What follows belongs to an exercise in optimizing a design on an open flow for small area and a short achievable clock period; a production flow would make more cautious choices. In this exercise RTL edits were held to simulation tests only and were not proved equivalent to the original. No activity file was given, so power comes from the tool's default toggle rates.

north:
// computing_core
module computing_core(
    input clk,
    input reset,
    input [31:0] data_kernel,
    input [31:0] data_in_0,
    output [31:0] data_out_0,
    output en,
    output reg done
    );
Settings: LEC_CHECK=0, ABC_CLOCK_PERIOD_IN_PS=2500, CAP_MARGIN=5, CORE_MARGIN=2, CORE_UTILIZATION=65, CTS_CLUSTER_DIAMETER=80, CTS_CLUSTER_SIZE=30, SETUP_SLACK_MARGIN=5, SLEW_MARGIN=5; clock period 8.0 ns.
standard.sh (not shown) runs the stock make flow with config.mk's settings and CLKGATE_MAP_FILE= SYNTH_SCRIPT=/design/flow/synth_recipe.tcl, a recipe that flattens the netlist after the stock synthesis.
==> flow/flow/run.sh <==
#!/bin/bash
# Own flow: the standard layout, with two changes to how the layout is made:
# the port buffers are plain buffers (buf_2) instead of the delay cells
# buffer_ports picks by default, and timing repair aims at a tighter setup margin.
# Each step's full output goes to a log file in the work folder.
set -uo pipefail
bash standard.sh synth > synth.log 2>&1 || { tail -n 50 synth.log; exit 1; }
bash standard.sh "BUFFER_PORTS_ARGS=-buffer_cell sky130_fd_sc_hd__buf_2" SETUP_SLACK_MARGIN=5.2 finish > layout.log 2>&1 || { tail -n 50 layout.log; exit 1; }
north: done, clean on timing, DRC and antenna
diff inputs: north => south
# north
export LEC_CHECK = 0
export ABC_CLOCK_PERIOD_IN_PS = 2500
export CAP_MARGIN = 5
export CORE_MARGIN = 2
export CORE_UTILIZATION = 65
export CTS_CLUSTER_DIAMETER = 80
export CTS_CLUSTER_SIZE = 30
export SETUP_SLACK_MARGIN = 5
export SLEW_MARGIN = 5
create_clock -name core_clock -period 8.0 [get_ports {clk}]
# south
export LEC_CHECK = 0
export ABC_CLOCK_PERIOD_IN_PS = 2500
export CAP_MARGIN = 20
export CORE_MARGIN = 2
export CORE_UTILIZATION = 65
export CTS_CLUSTER_DIAMETER = 80
export CTS_CLUSTER_SIZE = 30
export SETUP_SLACK_MARGIN = 5
export SLEW_MARGIN = 20
create_clock -name core_clock -period 8.0 [get_ports {clk}]
- Between north and south, the total grt overflow figures differ only marginally.
- In terms of final worst hold slack, north and south differ only marginally.
- Comparing south against north, there is no change at all in total of flip-flops plus latches after synthesis.
- Any difference in worst IR drop on VDD between south and north is small enough to ignore.
- Diff south..north | global-route usage over all layers | unchanged
- Status: finished layout cell area parity (north, south)
- From north to south, async set or reset register ratio after synthesis did not move at all.

---

computing_core, a different RTL version from the one above (not shown whole).
Size in the first run: ~2600 cells after synthesis, roughly 620 flip-flops, roughly 100 I/O pins, about 0.031 sq mm of cells after synthesis.
export LEC_CHECK = 0
export ABC_CLOCK_PERIOD_IN_PS = 2500
export CAP_MARGIN = 20
export CORE_MARGIN = 2
export CORE_UTILIZATION = 75
export CTS_CLUSTER_DIAMETER = 80
export CTS_CLUSTER_SIZE = 30
export SETUP_SLACK_MARGIN = 5
export SLEW_MARGIN = 20
create_clock -name core_clock -period 8.0 [get_ports {clk}]
==> flow/flow/run.sh <==
#!/bin/bash
# Own flow: the standard layout, with two changes to how the layout is made:
# the port buffers are plain buffers (buf_2) instead of the delay cells
# buffer_ports picks by default, and timing repair aims at a tighter setup margin.
# Each step's full output goes to a log file in the work folder.
set -uo pipefail
bash standard.sh synth > synth.log 2>&1 || { tail -n 50 synth.log; exit 1; }
bash standard.sh "BUFFER_PORTS_ARGS=-buffer_cell sky130_fd_sc_hd__buf_2" SETUP_SLACK_MARGIN=5.25 finish > layout.log 2>&1 || { tail -n 50 layout.log; exit 1; }
The starting point went through all stages and came out clean.
==> next run, changes <==
==> flow/run.sh (new file) <==
#!/bin/bash
# synth_recipe.tcl (not shown) runs the flow's synth.tcl, then flattens the netlist and writes it again
# the make line also repeats each setting of config.mk as NAME=value (left out here)
make -C /OpenROAD-flow-scripts/flow DESIGN_CONFIG=/design/flow/config.mk WORK_HOME=/design/flow/orfs CLKGATE_MAP_FILE= SYNTH_SCRIPT=/design/flow/synth_recipe.tcl finish
Settings changed: CORE_UTILIZATION 75 to 65.
removed: flow/flow/run.sh
removed: flow/standard.sh
The changed run completed with no timing, DRC or antenna violations.
Utilization shrinks by 9.1 points.
Power is higher slightly.
Worst setup slack got worse by 160 ps.
First-iteration DRC count goes down by about a fifth.

---

computing_core with an RTL version that a note above also has.
Size in the first run: about 2300 cells after synthesis, ~100 I/O pins, ~29000 µm² of cells after synthesis.
// computing_core
module computing_core(
    input clk,
    input reset,
    input [31:0] data_kernel,
    input [31:0] data_in_0,
    output [31:0] data_out_0,
    output en,
    output reg done
    );
==> flow/config.mk <==
export PLATFORM = sky130hd
export DESIGN_NAME = computing_core
export DESIGN_NICKNAME = computing_core
export VERILOG_FILES = /design/flow/design.v
export SDC_FILE = /design/flow/constraint.sdc
export NUM_CORES = 4
export LEC_CHECK = 0
export ABC_CLOCK_PERIOD_IN_PS = 2500
export CAP_MARGIN = 20
export CORE_MARGIN = 2
export CORE_UTILIZATION = 65
export CTS_CLUSTER_DIAMETER = 80
export CTS_CLUSTER_SIZE = 30
export SETUP_SLACK_MARGIN = 5
export SLEW_MARGIN = 20
==> flow/constraint.sdc <==
create_clock -name core_clock -period 8.0 [get_ports {clk}]
set_input_delay 1.6000 -clock core_clock [delete_from_list [all_inputs] [get_ports {clk}]]
set_output_delay 1.6000 -clock core_clock [all_outputs]
set_load 0.01 [all_outputs]
==> flow/flow/run.sh <==
#!/bin/bash
# Own flow: the standard layout with these changes to how the layout is made:
#  - after the standard synthesis, flow/faopt.py re-chooses the polarity of the
#    full-adder cells (a full adder is self-dual) to drop most of the inverters
#    Yosys's extract_fa leaves between them; registers and other cells are kept;
#  - the port buffers are plain buffers (buf_2) instead of the delay cells
#    buffer_ports picks by default;
#  - timing repair aims at a tighter setup margin.
# Each step's full output goes to a log file in the work folder.
set -uo pipefail
R=orfs/results/sky130hd/computing_core/base
bash standard.sh synth > synth.log 2>&1 || { tail -n 50 synth.log; exit 1; }
cp $R/1_2_yosys.v $R/1_2_yosys_standard.v
python3 flow/faopt.py $R/1_2_yosys_standard.v $R/1_2_yosys.v > faopt.log 2>&1 || { tail -n 20 faopt.log; exit 1; }
rm -f $R/1_synth.odb $R/1_synth.sdc
bash standard.sh "BUFFER_PORTS_ARGS=-buffer_cell sky130_fd_sc_hd__buf_2" SETUP_SLACK_MARGIN=5.2 "CTS_ARGS=-sink_clustering_enable -repair_clock_nets -sink_clustering_size 30 -sink_clustering_max_diameter 80 -dont_use_dummy_load" finish > layout.log 2>&1 || { tail -n 50 layout.log; exit 1; }
Other scripts of this flow, unchanged in this note and not shown: flow/flow/faopt.py
Next try:
--- a/flow/flow/run.sh
+++ b/flow/flow/run.sh
@@ -16 +16 @@
-bash standard.sh "BUFFER_PORTS_ARGS=-buffer_cell sky130_fd_sc_hd__buf_2" SETUP_SLACK_MARGIN=5.2 "CTS_ARGS=-sink_clustering_enable -repair_clock_nets -sink_clustering_size 30 -sink_clustering_max_diameter 80 -dont_use_dummy_load" finish > layout.log 2>&1 || { tail -n 50 layout.log; exit 1; }
+bash standard.sh "BUFFER_PORTS_ARGS=-buffer_cell sky130_fd_sc_hd__buf_2" SETUP_SLACK_MARGIN=5.2 finish > layout.log 2>&1 || { tail -n 50 layout.log; exit 1; }
PLACE_DENSITY = 0.75   (was unset)
Result:
- The changed run completed with no timing, DRC or antenna violations
- cell area is about the same
- routed wire length is lower by 3.9%
- synthesized cell count is unchanged
- power is higher by 2.5%
- via count is lower by 0.52%
- global-route usage is lower by 0.81 points
Next try:
--- a/flow/flow/run.sh
+++ b/flow/flow/run.sh
@@ -16 +16 @@
-bash standard.sh "BUFFER_PORTS_ARGS=-buffer_cell sky130_fd_sc_hd__buf_2" SETUP_SLACK_MARGIN=5.2 finish > layout.log 2>&1 || { tail -n 50 layout.log; exit 1; }
+bash standard.sh "BUFFER_PORTS_ARGS=-buffer_cell sky130_fd_sc_hd__buf_2" SETUP_SLACK_MARGIN=5.35 finish > layout.log 2>&1 || { tail -n 50 layout.log; exit 1; }
PLACE_DENSITY = unset   (was 0.75)
Fmax is higher by 1.9%.
Hold slack stays flat.
First-iteration DRC count increases by 7.9%.
Die area stays the same.
Sequential share of layout area shrinks by 2.2 points.
Core utilization climbs by 4.4 points.
Final area climbs by 6.2%.
Via count increases by 5.4%.
Sequential power is about the same.
Setup slack improved by 0.052 ns.
Clock power rises by about 8%.

-- static timing again, ports no longer ideal --
How much do the figures lean on ideal ports? The routed layouts below were timed once more, with nothing changed but the port constraints.
Step 1 (the two cells are an assumption about what drives the block):
set clk [get_ports {clk}]
set_driving_cell -lib_cell sky130_fd_sc_hd__clkbuf_16 $clk
set_driving_cell -lib_cell sky130_fd_sc_hd__buf_2 [delete_from_list [all_inputs] $clk]
Step 2 adds t to the input delays and takes it off the output delays; t is the mean of the earliest and latest rising clock arrival at the registers after step 1. Input paths then give back, and output paths get back, about the clock's delay inside the block.
Slacks: ideal ports / drivers / drivers and shift; pairs: ideal ports / drivers.
| run | t, ns | setup WS [ns] | worst hold slack (ns) | worst setup path at the end | worst data-port slew with drivers (ns) |
|---|---|---|---|---|---|
| north | 0.667 | 5.240 / 5.178 / 5.148 | 0.335 / 0.335 / 0.335 | input to register | 0.08 |
| south | 0.667 | 5.240 / 5.178 / 5.148 | 0.335 / 0.335 / 0.335 | input to register | 0.08 |
| the first run of note 2 | 0.665 | 5.242 / 5.184 / 5.171 | 0.336 / 0.336 / 0.336 | input to register | 0.08 |
| the second run of note 2 | 0.628 | 5.083 / 5.083 / 4.749 | 0.328 / 0.328 / 0.328 | input to register | 0.07 |
| the first run of note 3 | 0.632 | 5.245 / 5.190 / 5.155 | 0.334 / 0.334 / 0.334 | input to register | 0.09 |
| the second run of note 3 | 0.653 | 5.179 / 5.179 / 5.095 | 0.335 / 0.335 / 0.335 | input to register | 0.06 |
| the third run of note 3 | 0.689 | 5.231 / 5.174 / 5.057 | 0.336 / 0.336 / 0.336 | input to register | 0.06 |
After both steps every run listed still meets setup and hold. For the second run of note 2, which loses most, drivers alone change the setup slack by 0.000 ns; drivers and shift together by -0.334 ns.
